From an optimization exercise on the open Yosys and OpenROAD flow, aimed at small area, a short achievable clock period and few clock cycles per item; shortcuts taken in it are not production practice. At most, simulation tests tie the RTL to the original design; equivalence was not proved. The flow treats the clock pin as an ideal source. Dropping or thinning the clock tree relies on that and would not hold on a real chip. Power figures rest on the tool's default switching activity, not on a simulated workload.

## try-harbor
## boron_dec
module boron_dec (
    input  clk, rst, start, input [63:0] plain_text, input [79:0] master_key,
    output reg done, output [63:0] cipher_text
);
For scale: about 1300 cells after synthesis, roughly 210 I/O pins.
export LEC_CHECK = 0
export CAP_MARGIN = 20
export CORE_MARGIN = 2
export CORE_UTILIZATION = 40
export PLACE_DENSITY = 0.75
export SETUP_SLACK_MARGIN = 2.5
export SLEW_MARGIN = 20
create_clock -name core_clock -period 5.0 [get_ports {clk}]
standard.sh (not shown) runs the stock make flow with config.mk's settings and CLKGATE_MAP_FILE= SYNTH_SCRIPT=/design/flow/synth_recipe.tcl, a recipe that flattens the netlist after the stock synthesis.
==> flow/flow/run.sh <==
#!/bin/bash
set -euo pipefail
export BUFFER_PORTS_ARGS="-buffer_cell sky130_fd_sc_hd__buf_1"
export CTS_ARGS="-sink_clustering_enable -repair_clock_nets -buf_list {sky130_fd_sc_hd__clkbuf_4 sky130_fd_sc_hd__clkbuf_8} -dont_use_dummy_load"
export POST_CTS_TCL="$PWD/flow/clock4.tcl"
bash standard.sh > standard.log 2>&1
Other scripts of this flow, unchanged in this note and not shown: flow/flow/clock4.tcl
Testbench counts of try-harbor, summed over its fixed seeds: cycles 10,760, items 384.
diff inputs: try-harbor => try-lagoon
# try-harbor
export LEC_CHECK = 0
export CAP_MARGIN = 20
export CORE_MARGIN = 2
export CORE_UTILIZATION = 40
export PLACE_DENSITY = 0.75
export SETUP_SLACK_MARGIN = 2.5
export SLEW_MARGIN = 20
create_clock -name core_clock -period 5.0 [get_ports {clk}]
# try-lagoon
export LEC_CHECK = 0
export CAP_MARGIN = 20
export CORE_MARGIN = 2
export CORE_UTILIZATION = 38
export PLACE_DENSITY = 0.75
export SETUP_SLACK_MARGIN = 2.65
export SLEW_MARGIN = 20
create_clock -name core_clock -period 5.0 [get_ports {clk}]
[summary]
Per the comparison of try-lagoon with try-harbor, multi-input combinational cell area higher, highest attainable clock frequency higher, fraction of power consumed by combinational cells higher, number of antenna cells inserted higher.
> inputs changed (try-lagoon -> try-juniper)
# try-lagoon
export LEC_CHECK = 0
export CAP_MARGIN = 20
export CORE_MARGIN = 2
export CORE_UTILIZATION = 38
export PLACE_DENSITY = 0.75
export SETUP_SLACK_MARGIN = 2.65
export SLEW_MARGIN = 20
create_clock -name core_clock -period 5.0 [get_ports {clk}]
# try-juniper
export LEC_CHECK = 0
export CAP_MARGIN = 20
export CORE_MARGIN = 2
export CORE_UTILIZATION = 40
export PLACE_DENSITY = 0.8
export SETUP_SLACK_MARGIN = 2.6
export SLEW_MARGIN = 20
create_clock -name core_clock -period 5.0 [get_ports {clk}]
try-juniper: sequential logic power is about 2% lower than what try-lagoon reported.
On setup slack at placement: between try-juniper and try-lagoon, it ends up higher for try-lagoon.
Measured against each other, try-juniper and try-lagoon differ in total power, the higher figure coming from try-lagoon.
Of try-juniper and try-lagoon, the lower post-route clock period utilization belongs to try-lagoon.
Setup changes, try-juniper to try-fjord
# try-juniper
export LEC_CHECK = 0
export CAP_MARGIN = 20
export CORE_MARGIN = 2
export CORE_UTILIZATION = 40
export PLACE_DENSITY = 0.8
export SETUP_SLACK_MARGIN = 2.6
export SLEW_MARGIN = 20
create_clock -name core_clock -period 5.0 [get_ports {clk}]
# try-fjord
export LEC_CHECK = 0
export CAP_MARGIN = 20
export CORE_MARGIN = 2
export CORE_UTILIZATION = 40
export PLACE_DENSITY = 0.75
export SETUP_SLACK_MARGIN = 2.6
export SLEW_MARGIN = 20
create_clock -name core_clock -period 5.0 [get_ports {clk}]
## What came out
- Residual DRC count: try-fjord vs try-juniper identical
- For try-juniper, the classification of the worst setup path was register to register, unlike try-fjord, where it was register to output pin.
- STATUS worst setup slack after placement: try-fjord wins against try-juniper
- try-fjord: via count of the first global-routing pass is 135 lower than what try-juniper reported.
- Between try-juniper and try-fjord, the difference in routed wirelength normalized by instance count is negligible.
- | antenna diode instance count | try-fjord vs try-juniper | ≈ equal |
Relative to try-fjord, the following input files were edited for try-cedar:
# try-fjord
export LEC_CHECK = 0
export CAP_MARGIN = 20
export CORE_MARGIN = 2
export CORE_UTILIZATION = 40
export PLACE_DENSITY = 0.75
export SETUP_SLACK_MARGIN = 2.6
export SLEW_MARGIN = 20
create_clock -name core_clock -period 5.0 [get_ports {clk}]
# try-cedar
export LEC_CHECK = 0
export CAP_MARGIN = 20
export CORE_MARGIN = 2
export CORE_UTILIZATION = 40
export PLACE_DENSITY = 0.65
export SETUP_SLACK_MARGIN = 2.6
export SLEW_MARGIN = 20
create_clock -name core_clock -period 5.0 [get_ports {clk}]
[summary]
The final worst-path setup slack of try-cedar falls short of that of try-fjord by 0.071 ns.
Delta (try-cedar minus try-fjord): proportion of cell area occupied by multi-input gates went up; final critical-path share of the clock period went up; worst vdd rail ir drop went up; first-iteration DRC count went down; stage delay of the slowest cell on the critical path went up.
Re global-route usage: try-cedar is 0.23 points down on try-fjord.
Via count, try-cedar and try-fjord: larger value in try-fjord
Summary: total internal power, try-cedar better than try-fjord
Diff try-fjord -> try-cedar: worst hold slack now sits higher, power fell by 0.081 mW.
No run of this note takes its clock network from TritonCTS; it comes from the design's own scripts or RTL.

========
## run A
Another version of the RTL of boron_dec (not shown whole).
Size in the first run: about 1400 cells after synthesis, about 150 flip-flops, about 210 I/O pins, roughly 12000 sq um of cells after synthesis.
// boron_dec
module boron_dec (
    input  clk, rst, start, input [63:0] plain_text, input [79:0] master_key,
    output reg done, output [63:0] cipher_text
);
clock: 5.0 ns
lec_check: 0
cap_margin: 20
core_margin: 2
core_utilization: 40
setup_slack_margin: 2.5
slew_margin: 20
run.sh (not shown) runs the stock make flow with config.mk's settings and CLKGATE_MAP_FILE= SYNTH_SCRIPT=/design/flow/synth_recipe.tcl, a recipe that flattens the netlist after the stock synthesis.
Stock flow here: none of the scripts above is used.
Modified inputs, run B compared to run A
Settings: setting CTS_BUF_LIST to sky130_fd_sc_hd__clkbuf_4 sky130_fd_sc_hd__clkbuf_8 for the first time; changing CORE_UTILIZATION from 40 to 60; changing SETUP_SLACK_MARGIN from 2.5 to 3.0.
==> flow/flow/run.sh (new file) <==
#!/bin/bash
set -euo pipefail
export BUFFER_PORTS_ARGS="-buffer_cell sky130_fd_sc_hd__buf_1"
bash standard.sh > standard.log 2>&1
==> flow/standard.sh (new file) <==
#!/bin/bash
# synth_recipe.tcl (not shown) runs the flow's synth.tcl, then flattens the netlist and writes it again
# the make line also repeats each setting of config.mk as NAME=value (left out here)
make -C /OpenROAD-flow-scripts/flow DESIGN_CONFIG=/design/flow/config.mk WORK_HOME=/design/flow/orfs CLKGATE_MAP_FILE= SYNTH_SCRIPT=/design/flow/synth_recipe.tcl "${@:-finish}"
removed: flow/run.sh
[summary]
The flow ended early for run B: it failed with a tool error in global routing.
Compared with run A, run B shows a higher starting density of the core.
On post-placement setup slack, run A loses to run B.
Run B against run A: area share of and/or/nand/nor cells after synthesis about even, post-CTS setup buffer count rose 117, post-cts gate resize count increased by 43% relative to the old numbers.
Synthesized instance count came out exactly the same in run A and run B.
The inputs of run C differ from those of run B as listed below.
Settings: CORE_UTILIZATION now 40, was 60; CTS_BUF_LIST no longer set, was sky130_fd_sc_hd__clkbuf_4 sky130_fd_sc_hd__clkbuf_8; SETUP_SLACK_MARGIN now 2.5, was 3.0.
### Flow results
- Changes observed in run C relative to run B: number of cell rows +11, number of cells upsized or downsized after cts -385, number of distinct library cell variants in the gate-level netlist after synthesis ~0 delta, instance area at placement -about 1.5%.
- Run C has weighted congestion reported at the end of routability-driven placement below what run B had.
- Having completed the whole flow, run C delivered a layout that passed the timing, design-rule and antenna checks.
- Die span in y (run B / run C): 0.821
For run D, these inputs were changed with respect to run C:
Settings: changing SETUP_SLACK_MARGIN from 2.5 to 3.0.
==> comparison <==
- Run D was carried through to the last stage, and its layout satisfied the timing, design-rule and antenna checks.
- Re number of buffers inserted to repair setup after CTS: run D and run C aren't equal, and the lower value belongs to run C.
- Of run D and run C, the run reporting the lower final critical-path required period was run D.
- Run D vs. run C: clock network fraction of design power has decreased; post-detailed-placement half-perimeter wirelength increased about 1.1%; clock buffer and inverter area fraction after layout dropped 1.2 points; sum of met2 wire segment lengths after detailed routing went up 4.8 mm; via count climbed 1843.
- Run D has logic depth of the worst setup path including buffers below what run C had.
- Sort run D and run C by share of the final layout cell area in sequential cells desc -> top: run C
- [compare] base=run C new=run D: met2 global-route usage now larger; fraction of the cycle the final worst path needs went down 3.4 points.
Input-level comparison between run E and run D:
Settings: SETUP_SLACK_MARGIN: 3.0 -> 2.5; PLACE_DENSITY: unset -> 0.75; CTS_BUF_LIST: unset -> sky130_fd_sc_hd__clkbuf_4 sky130_fd_sc_hd__clkbuf_8.
### Flow results
Comparing run D and run E, post-route minimum period is lower on run D. Delta (run E minus run D): half-perimeter wire length after placement went down about 0.9%, area overhead of the layout relative to synthesis now sits lower, routed wire length shows a reduction of about 18%, sequential share of cell area grew by 4.2 points. Lower vias after detailed routing among run D and run E: run E. From run D to run E, die area did not move at all. Summary of run E over run D: power -33%, design area -about 25%. Switching portion of total power up 5.2 points in run E wrt run D.
No functional check of the RTL was part of any run of this note.

port drivers added, routing unchanged:
The flow's constraints put no driver on any port. The routed layouts listed below were extracted and timed again, unchanged, in two steps. Step 1, drivers: a clkbuf_16 drives clk and a buf_2 each remaining input, both assumed. Step 2, shift: input delay + t, output delay - t, t = (earliest + latest rising clock arrival at the registers) / 2. This alone moves slack from input paths to output paths. Three values: ideal, step 1, step 2; two values: the first two.
| run | t, ns | slack for setup (ns) | slew at the worst register clock pin (ns) |
|---|---|---|---|
| try-harbor | 0.371 | 2.609 / 2.526 / 2.621 | 0.09 / 0.09 |
| try-lagoon | 0.375 | 2.706 / 2.658 / 2.706 | 0.09 / 0.09 |
| try-juniper | 0.371 | 2.687 / 2.622 / 2.687 | 0.09 / 0.09 |
| try-fjord | 0.371 | 2.671 / 2.589 / 2.717 | 0.09 / 0.09 |
| try-cedar | 0.376 | 2.599 / 2.516 / 2.696 | 0.09 / 0.09 |
| run A | 0.485 | 2.492 / 2.440 / 2.448 | 0.08 / 0.08 |
| run C | 0.478 | 2.499 / 2.450 / 2.649 | 0.07 / 0.07 |
| run D | 0.483 | 2.670 / 2.622 / 2.696 | 0.07 / 0.07 |
| run E | 0.514 | 2.469 / 2.423 / 2.500 | 0.10 / 0.10 |
After both steps every run listed still meets setup and hold. For run A, which loses most, drivers alone change the setup slack by -0.052 ns; drivers and shift together by -0.044 ns.
